From an optimization exercise on the open Yosys and OpenROAD flow, aimed at small area; shortcuts taken in it are not production practice. In this exercise RTL edits were held to simulation tests only and were not proved equivalent to the original. The clock port is modelled as an ideal driver, which makes a skipped or thinned clock tree look cheaper than it is; a real chip needs a root buffer or a tree. Power is estimated from default activity; no workload was simulated.

Setup of nickel:
Design my_calculator, start of the top module:
module my_calculator(
    input plus,
    input minus,
    input equal,
    input clk,
    input num_0,
    input num_1,
    input reset,
    output [7:0] duan1,
    output [7:0] duan2,
    output [7:0] led_bits
    );
Size: roughly 310 cells after synthesis, ~31 I/O pins, roughly 2800 um2 of cells after synthesis.
export LEC_CHECK = 0
export ABC_AREA = 1
export CAP_MARGIN = 20
export CORE_MARGIN = 2
export CORE_UTILIZATION = 40
export SLEW_MARGIN = 20
create_clock -name core_clock -period 10.0 [get_ports {clk}]
run.sh (not shown) runs the stock make flow with config.mk's settings and CLKGATE_MAP_FILE= SYNTH_SCRIPT=/design/flow/synth_recipe.tcl, a recipe that flattens the netlist after the stock synthesis.
nickel finished end to end and its layout was clean on timing, DRC and antenna.
Changes in raven relative to nickel:
diff --git a/flow/config.mk b/flow/config.mk
--- a/flow/config.mk
+++ b/flow/config.mk
@@ -7,3 +7,2 @@
 export LEC_CHECK = 0
-export ABC_AREA = 1
 export CAP_MARGIN = 20
Findings:
Register area share after synthesis was lower in the run labelled nickel. nickel → raven: well tap count fell by 3.8%; logic gate share of total power rose by 6.2 points.
--- input diff raven..zinc ---
==> flow/flow/run.sh (new file) <==
#!/bin/bash
# Standard ORFS layout (the standard.sh), with two changes to what gets inserted:
#  - ports are buffered with the smallest buffer (buf_1) instead of the
#    resizer's default pick;
#  - clock tree synthesis without dummy loads and with small clock buffers.
# Each tool's full output is kept in flow_*.log in this folder (and ORFS's
# own per-step logs under orfs/logs).
set -euo pipefail
export BUFFER_PORTS_ARGS="-buffer_cell sky130_fd_sc_hd__buf_1"
export CTS_ARGS="-sink_clustering_enable -repair_clock_nets -dont_use_dummy_load -buf_list {sky130_fd_sc_hd__clkbuf_4 sky130_fd_sc_hd__clkbuf_8}"
bash standard.sh finish > flow_standard.log 2>&1
cp -r orfs/logs flow_orfs_logs 2>/dev/null || true
==> flow/standard.sh (new file) <==
#!/bin/bash
# synth_recipe.tcl (not shown) runs the flow's synth.tcl, then flattens the netlist and writes it again
# the make line also repeats each setting of config.mk as NAME=value (left out here)
make -C /OpenROAD-flow-scripts/flow DESIGN_CONFIG=/design/flow/config.mk WORK_HOME=/design/flow/orfs CLKGATE_MAP_FILE= SYNTH_SCRIPT=/design/flow/synth_recipe.tcl "${@:-finish}"
removed: flow/run.sh
[summary]
- Maximum frequency came out higher on zinc than on raven.
- | final instance area | zinc vs raven | better |
- Looking at first-pass GRT wire length, zinc sits about 8% lower than raven does.
- On standby leakage power, the lower figure sits with zinc, not raven.


== run A ==
my_calculator, a different RTL version from the one above (not shown whole).
Size in the first run: about 210 cells after synthesis, about 55 flip-flops, ~31 I/O pins, roughly 0.0023 mm^2 of cells after synthesis.
export LEC_CHECK = 0
export CAP_MARGIN = 0
export CORE_MARGIN = 2
export CORE_UTILIZATION = 60
export SLEW_MARGIN = 0
create_clock -name core_clock -period 10.0 [get_ports {clk}]
standard.sh (not shown) runs the stock make flow with config.mk's settings and CLKGATE_MAP_FILE= SYNTH_SCRIPT=/design/flow/synth_recipe.tcl, a recipe that flattens the netlist after the stock synthesis.
==> flow/flow/run.sh <==
#!/bin/bash
# Standard ORFS layout (the standard.sh), with changes only to how logic
# is mapped, what gets inserted and how cells are sized:
#  - synthesis is synth_recipe.tcl unchanged except that ABC maps the logic
#    with an area-oriented script (flow/area.abc: SAT-based resynthesis, then area-recovering mapping) instead of the speed script,
#    and adders are left to ABC (no ADDER_MAP_FILE); flip-flops are mapped
#    exactly as in the standard synthesis;
#  - after floorplan, each cell is swapped for the smallest drive strength of
#    its family (flow/downsize.tcl); the later repair steps upsize as needed;
#  - ports are buffered with buf_1 instead of the resizer's default pick;
#  - after CTS, the clock tree is replaced by a few clock buffers (fed by the clock port) driving all
#    flip-flops (flow/clock1.tcl); the design has few flip-flops.
# Each tool's full output is kept in flow_standard.log in this folder (and
# ORFS's own per-step logs are copied to flow_orfs_logs/).
set -euo pipefail
HERE=$(pwd)
export POST_FLOORPLAN_TCL="$HERE/flow/downsize.tcl"
export POST_CTS_TCL="$HERE/flow/clock1.tcl"
export CLOCK1_BUF=${CLOCK1_BUF:-sky130_fd_sc_hd__clkbuf_8}
export CLOCK1_N=${CLOCK1_N:-3}
export BUFFER_PORTS_ARGS="-buffer_cell sky130_fd_sc_hd__buf_1"
export CTS_ARGS="-sink_clustering_enable -repair_clock_nets -dont_use_dummy_load"
{ head -n 1 synth_recipe.tcl
  echo 'proc abc {args} { set i [lsearch $args -script]; if {$i >= 0} { lset args [expr {$i + 1}] $::env(AREA_ABC_SCRIPT) }; puts "abc with [lindex $args [expr {$i + 1}]]"; yosys abc {*}$args }'
  tail -n +2 synth_recipe.tcl; } > area_synth.tcl
export AREA_ABC_SCRIPT="$HERE/flow/area.abc"
bash standard.sh SYNTH_SCRIPT="$HERE/area_synth.tcl" ADDER_MAP_FILE= finish > flow_standard.log 2>&1 || { cp -r orfs/logs flow_orfs_logs 2>/dev/null; exit 1; }
cp -r orfs/logs flow_orfs_logs 2>/dev/null || true
==> flow/flow/area.abc <==
&get -n
&st
&deepsyn -T 60
&dch -f
&nf -R 1000 -F 4 -A 4 -E 4
&put
==> flow/flow/clock1.tcl <==
set block [ord::get_db_block]
set db [ord::get_db]
set clk_port_net [[$block findBTerm clk] getNet]
set bufcell $::env(CLOCK1_BUF)
set K $::env(CLOCK1_N)

# the buffers CTS inserted (and any dummy loads)
set old {}
foreach inst [$block getInsts] {
  set nm [$inst getName]
  if {[string match clkbuf_* $nm] || [string match clkload* $nm]} {
    lappend old $inst
  }
}
set old_nets {}
foreach inst $old {
  foreach it [$inst getITerms] {
    set n [$it getNet]
    if {$n ne "NULL" && [$n getName] ne [$clk_port_net getName]} { lappend old_nets $n }
  }
}

# flip-flop clock pins and their positions
set pins {}
foreach inst [$block getInsts] {
  set it [$inst findITerm CLK]
  if {$it eq "NULL"} { continue }
  set bb [$inst getBBox]
  lappend pins [list $it [expr {([$bb xMin] + [$bb xMax]) / 2.0}] [expr {([$bb yMin] + [$bb yMax]) / 2.0}]]
}
set pins [lsort -real -index 1 $pins]
set n [llength $pins]
# initial centres: spread along x, then k-means
for {set k 0} {$k < $K} {incr k} {
  set p [lindex $pins [expr {int(($k + 0.5) * $n / $K)}]]
  set cx($k) [lindex $p 1]; set cy($k) [lindex $p 2]
}
for {set iter 0} {$iter < 20} {incr iter} {
  for {set k 0} {$k < $K} {incr k} { set sx($k) 0.0; set sy($k) 0.0; set sn($k) 0 }
  set i 0
  foreach p $pins {
    set best 0; set bd 1e30
    for {set k 0} {$k < $K} {incr k} {
      set d [expr {abs([lindex $p 1] - $cx($k)) + abs([lindex $p 2] - $cy($k))}]
      if {$d < $bd} { set bd $d; set best $k }
    }
    set asg($i) $best
    set sx($best) [expr {$sx($best) + [lindex $p 1]}]
    set sy($best) [expr {$sy($best) + [lindex $p 2]}]
    incr sn($best)
    incr i
  }
  for {set k 0} {$k < $K} {incr k} {
    if {$sn($k) > 0} { set cx($k) [expr {$sx($k) / $sn($k)}]; set cy($k) [expr {$sy($k) / $sn($k)}] }
  }
}
for {set k 0} {$k < $K} {incr k} {
  set net($k) [odb::dbNet_create $block clk_root_$k]
  $net($k) setSigType CLOCK
}
set i 0
foreach p $pins {
  set it [lindex $p 0]
  $it disconnect
  $it connect $net($asg($i))
  incr i
}
foreach inst $old { odb::dbInst_destroy $inst }
foreach nn [lsort -unique $old_nets] {
  if {[llength [$nn getITerms]] == 0} { odb::dbNet_destroy $nn }
}
for {set k 0} {$k < $K} {incr k} {
  set buf [odb::dbInst_create $block [$db findMaster $bufcell] clkbuf_root_$k]
  [$buf findITerm A] connect $clk_port_net
  [$buf findITerm X] connect $net($k)
  $buf setLocation [expr {int($cx($k))}] [expr {int($cy($k))}]
  $buf setPlacementStatus PLACED
  puts "clock1: buffer $k drives $sn($k) clock pins"
}
puts "clock1: $n clock pins on $K $bufcell, removed [llength $old] CTS cells"
detailed_placement
check_placement -verbose
estimate_parasitics -placement
report_clock_skew
report_check_types -max_slew -max_capacitance -violators
Other scripts of this flow, unchanged in this note and not shown: flow/flow/downsize.tcl
Run A ended with every stage complete and zero timing, DRC or antenna violations.
## Diff of input files: run B against run A
# run A
export LEC_CHECK = 0
export CAP_MARGIN = 0
export CORE_MARGIN = 2
export CORE_UTILIZATION = 60
export SLEW_MARGIN = 0
create_clock -name core_clock -period 10.0 [get_ports {clk}]
# run B
export LEC_CHECK = 0
export CAP_MARGIN = 20
export CORE_MARGIN = 2
export CORE_UTILIZATION = 60
export SLEW_MARGIN = 20
create_clock -name core_clock -period 10.0 [get_ports {clk}]
[summary]
- Run B reached the end of the flow, and the finished layout is clean on the timing, DRC and antenna checks.
- As far as worst path setup slack after routing goes, run A and run B are indistinguishable; the numbers are identical.
- Comparing run A against run B, there is no change at all in post-synthesis cell area.
- Number of tap cells inserted came out exactly the same in run A and run B.
- Diff run A -> run B: remaining number of nets flagged by the antenna check after routing was more or less identical, part of the total power dissipated in the clock network neither gained nor lost much.
- Diff run A..run B | maximum number of pins on one net before global-route repair | unchanged
Setup changes, run B to run C
==> flow/flow/run.sh <==
#!/bin/bash
# Standard ORFS layout (the standard.sh), with changes only to what gets
# inserted or how cells are sized:
#  - after floorplan, each cell is swapped for the smallest drive strength of
#    its family (flow/downsize.tcl); the later repair steps upsize as needed;
#  - ports are buffered with buf_1 instead of the resizer's default pick;
#  - after CTS, the clock tree is replaced by a few clock buffers (fed by the clock port) driving all
#    flip-flops (flow/clock1.tcl); the design has few flip-flops.
# Each tool's full output is kept in flow_standard.log in this folder (and
# ORFS's own per-step logs are copied to flow_orfs_logs/).
set -euo pipefail
HERE=$(pwd)
export POST_FLOORPLAN_TCL="$HERE/flow/downsize.tcl"
export POST_CTS_TCL="$HERE/flow/clock1.tcl"
export CLOCK1_BUF=${CLOCK1_BUF:-sky130_fd_sc_hd__clkbuf_8}
export CLOCK1_N=${CLOCK1_N:-3}
export BUFFER_PORTS_ARGS="-buffer_cell sky130_fd_sc_hd__buf_1"
export CTS_ARGS="-sink_clustering_enable -repair_clock_nets -dont_use_dummy_load"
bash standard.sh finish > flow_standard.log 2>&1 || { cp -r orfs/logs flow_orfs_logs 2>/dev/null; exit 1; }
cp -r orfs/logs flow_orfs_logs 2>/dev/null || true
removed: flow/flow/area.abc
--- outcome ---
Of run B and run C, the run reporting the higher logic gate share of total power was run C.
Run B -> run C: wire length of the first global-routing pass increased by a little under 10%
Run C ends up with a sequential share of layout area that is 3.7 points lower than in run B.
[compare] base=run B new=run C: ratio of final minimum period to clock period went down 0.72 points, synthesized cell area went up 220 um^2, overall routed net length went up 410 um.
The inputs of run D differ from those of run C as listed below.
diff --git a/flow/flow/run.sh b/flow/flow/run.sh
--- a/flow/flow/run.sh
+++ b/flow/flow/run.sh
@@ -13,6 +13,6 @@
 export POST_FLOORPLAN_TCL="$HERE/flow/downsize.tcl"
 export POST_CTS_TCL="$HERE/flow/clock1.tcl"
-export CLOCK1_BUF=${CLOCK1_BUF:-sky130_fd_sc_hd__clkbuf_8}
-export CLOCK1_N=${CLOCK1_N:-3}
+export CLOCK1_BUF=${CLOCK1_BUF:-sky130_fd_sc_hd__clkbuf_16}
+export CLOCK1_N=${CLOCK1_N:-2}
 export BUFFER_PORTS_ARGS="-buffer_cell sky130_fd_sc_hd__buf_1"
 export CTS_ARGS="-sink_clustering_enable -repair_clock_nets -dont_use_dummy_load"
==> comparison <==
- Power dissipated in combinational cells delta (run D -> run C): insignificant
- Cell area: run D vs run C up 8.8 um^2
- As far as multi-input combinational area share is concerned, run C and run D perform about the same.
- Compared with run C, placement density in the core of run D is higher.
Setup changes, run D to run E
==> flow/flow/run.sh <==
#!/bin/bash
# Standard ORFS layout (the standard.sh), with changes only to how logic
# is mapped, what gets inserted and how cells are sized:
#  - synthesis is synth_recipe.tcl unchanged except that ABC maps the logic
#    with an area-oriented script (flow/area.abc) instead of the speed script,
#    and adders are left to ABC (no ADDER_MAP_FILE); flip-flops are mapped
#    exactly as in the standard synthesis;
#  - after floorplan, each cell is swapped for the smallest drive strength of
#    its family (flow/downsize.tcl); the later repair steps upsize as needed;
#  - ports are buffered with buf_1 instead of the resizer's default pick;
#  - after CTS, the clock tree is replaced by a few clock buffers (fed by the clock port) driving all
#    flip-flops (flow/clock1.tcl); the design has few flip-flops.
# Each tool's full output is kept in flow_standard.log in this folder (and
# ORFS's own per-step logs are copied to flow_orfs_logs/).
set -euo pipefail
HERE=$(pwd)
export POST_FLOORPLAN_TCL="$HERE/flow/downsize.tcl"
export POST_CTS_TCL="$HERE/flow/clock1.tcl"
export CLOCK1_BUF=${CLOCK1_BUF:-sky130_fd_sc_hd__clkbuf_8}
export CLOCK1_N=${CLOCK1_N:-3}
export BUFFER_PORTS_ARGS="-buffer_cell sky130_fd_sc_hd__buf_1"
export CTS_ARGS="-sink_clustering_enable -repair_clock_nets -dont_use_dummy_load"
{ head -n 1 synth_recipe.tcl
  echo 'proc abc {args} { set i [lsearch $args -script]; if {$i >= 0} { lset args [expr {$i + 1}] $::env(AREA_ABC_SCRIPT) }; puts "abc with [lindex $args [expr {$i + 1}]]"; yosys abc {*}$args }'
  tail -n +2 synth_recipe.tcl; } > area_synth.tcl
export AREA_ABC_SCRIPT="$HERE/flow/area.abc"
bash standard.sh SYNTH_SCRIPT="$HERE/area_synth.tcl" ADDER_MAP_FILE= finish > flow_standard.log 2>&1 || { cp -r orfs/logs flow_orfs_logs 2>/dev/null; exit 1; }
cp -r orfs/logs flow_orfs_logs 2>/dev/null || true
==> flow/flow/area.abc (new file) <==
&get -n
&st
&dch -f
&nf -R 1000 -F 4 -A 4 -E 4
&put
### Flow results
Run E reached the end of the flow, and the finished layout is clean on the timing, DRC and antenna checks. Final-stage net count, run E and run D, lower one = run E. The post-CTS clock slew at the launch and capture registers of the worst setup and hold paths on run E is in line with that on run D. Run E vs. run D: fraction of standard cell area that is sequential went up by 3.1 points. Run E -> run D: worst hold slack flat.
[inputs] run F vs run E
# run E
export LEC_CHECK = 0
export CAP_MARGIN = 20
export CORE_MARGIN = 2
export CORE_UTILIZATION = 60
export SLEW_MARGIN = 20
create_clock -name core_clock -period 10.0 [get_ports {clk}]
# run F
export LEC_CHECK = 0
export CAP_MARGIN = 20
export CORE_MARGIN = 2
export CORE_UTILIZATION = 75
export SLEW_MARGIN = 20
create_clock -name core_clock -period 10.0 [get_ports {clk}]
diff --git a/flow/flow/run.sh b/flow/flow/run.sh
--- a/flow/flow/run.sh
+++ b/flow/flow/run.sh
@@ -3,5 +3,5 @@
 # is mapped, what gets inserted and how cells are sized:
 #  - synthesis is synth_recipe.tcl unchanged except that ABC maps the logic
-#    with an area-oriented script (flow/area.abc) instead of the speed script,
+#    with an area-oriented script (flow/area.abc: SAT-based resynthesis, then area-recovering mapping) instead of the speed script,
 #    and adders are left to ABC (no ADDER_MAP_FILE); flip-flops are mapped
 #    exactly as in the standard synthesis;
==> flow/flow/area.abc <==
&get -n
&st
&deepsyn -T 60
&dch -f
&nf -R 1000 -F 4 -A 4 -E 4
&put
diff --git a/flow/flow/clock1.tcl b/flow/flow/clock1.tcl
--- a/flow/flow/clock1.tcl
+++ b/flow/flow/clock1.tcl
@@ -36,18 +36,33 @@
   set cx($k) [lindex $p 1]; set cy($k) [lindex $p 2]
 }
-for {set iter 0} {$iter < 20} {incr iter} {
-  for {set k 0} {$k < $K} {incr k} { set sx($k) 0.0; set sy($k) 0.0; set sn($k) 0 }
+# balanced k-means: each buffer gets at most ceil(n/K) pins; pins whose
+# nearest and second-nearest centres differ most choose first
+set cap [expr {($n + $K - 1) / $K}]
+for {set iter 0} {$iter < 30} {incr iter} {
+  set order {}
   set i 0
   foreach p $pins {
-    set best 0; set bd 1e30
+    set ds {}
     for {set k 0} {$k < $K} {incr k} {
-      set d [expr {abs([lindex $p 1] - $cx($k)) + abs([lindex $p 2] - $cy($k))}]
-      if {$d < $bd} { set bd $d; set best $k }
+      lappend ds [list $k [expr {abs([lindex $p 1] - $cx($k)) + abs([lindex $p 2] - $cy($k))}]]
     }
-    set asg($i) $best
-    set sx($best) [expr {$sx($best) + [lindex $p 1]}]
-    set sy($best) [expr {$sy($best) + [lindex $p 2]}]
-    incr sn($best)
+    set ds [lsort -real -index 1 $ds]
+    set regret [expr {$K > 1 ? [lindex $ds 1 1] - [lindex $ds 0 1] : 0}]
+    set dl($i) $ds
+    lappend order [list $i $regret]
     incr i
+  }
+  for {set k 0} {$k < $K} {incr k} { set sx($k) 0.0; set sy($k) 0.0; set sn($k) 0 }
+  foreach o [lsort -real -decreasing -index 1 $order] {
+    set i [lindex $o 0]
+    foreach kd $dl($i) {
+      set k [lindex $kd 0]
+      if {$sn($k) < $cap} { break }
+    }
+    set asg($i) $k
+    set p [lindex $pins $i]
+    set sx($k) [expr {$sx($k) + [lindex $p 1]}]
+    set sy($k) [expr {$sy($k) + [lindex $p 2]}]
+    incr sn($k)
   }
   for {set k 0} {$k < $K} {incr k} {
==> run summary <==
Diff run E -> run F | sequential power | down by a few percent
Looking at fraction of power consumed by combinational cells, run F sits 4.3 points below run E.
Summary: routed wire length, run F worse than run E
Relative to run E, worst slack on hold paths has gone up in run F.
Looking at detail-routed via count per cell, run F sits 0.28 above run E.
Compared with run E, in run F critical path depth decreased 2; maximum frequency picked up an extra about 8%; fraction of layout instances using a drive strength above 1 decreased 0.96 points.
On minimum clock period after layout, the lower figure sits with run F, not run E.
Comparing the two runs side by side, run F comes out ahead of run E on power.
In every run of this note, the design's own scripts or RTL, not TritonCTS, make the clock network.

## re-timing with driven ports
No port has a modelled driver above. Below, the same layouts with a new extraction and two added sets of constraints. Step 1 sets driving cells, clkbuf_16 on the clock port and buf_2 on the other inputs (assumed; they add their load-dependent delay and slew). Step 2 also shifts input and output timing later by t, the mid clock arrival at the registers, as if the neighbouring blocks saw the same clock. Slacks: ideal ports / drivers / drivers and shift; pairs: ideal ports / drivers.
| run | t (ns) | setup WS [ns] | latest minus earliest clock arrival (ns) | slew at the worst register clock pin (ns) | worst data-port slew with drivers (ns) |
|---|---|---|---|---|---|
| nickel | 0.330 | 6.049 / 6.024 / 6.354 | 0.012 / 0.012 | 0.11 / 0.11 | 0.03 |
| raven | 0.329 | 5.944 / 5.916 / 6.245 | 0.006 / 0.006 | 0.10 / 0.10 | 0.03 |
| zinc | 0.317 | 6.367 / 6.339 / 6.643 | 0.024 / 0.024 | 0.10 / 0.10 | 0.03 |
| run A | 0.206 | 6.337 / 6.291 / 6.225 | 0.029 / 0.029 | 0.12 / 0.12 | 0.03 |
| run B | 0.206 | 6.337 / 6.291 / 6.225 | 0.029 / 0.029 | 0.12 / 0.12 | 0.03 |
| run C | 0.203 | 6.409 / 6.363 / 6.476 | 0.006 / 0.006 | 0.10 / 0.10 | 0.03 |
| run D | 0.206 | 6.416 / 6.369 / 6.480 | 0.012 / 0.013 | 0.10 / 0.10 | 0.03 |
| run E | 0.196 | 6.032 / 6.053 / 5.857 | 0.032 / 0.032 | 0.11 / 0.11 | 0.03 |
| run F | 0.203 | 6.320 / 6.277 / 6.159 | 0.013 / 0.013 | 0.11 / 0.11 | 0.03 |
After both steps every run listed still meets setup and hold. For run E, which loses most, drivers alone change the setup slack by +0.021 ns; drivers and shift together by -0.175 ns.
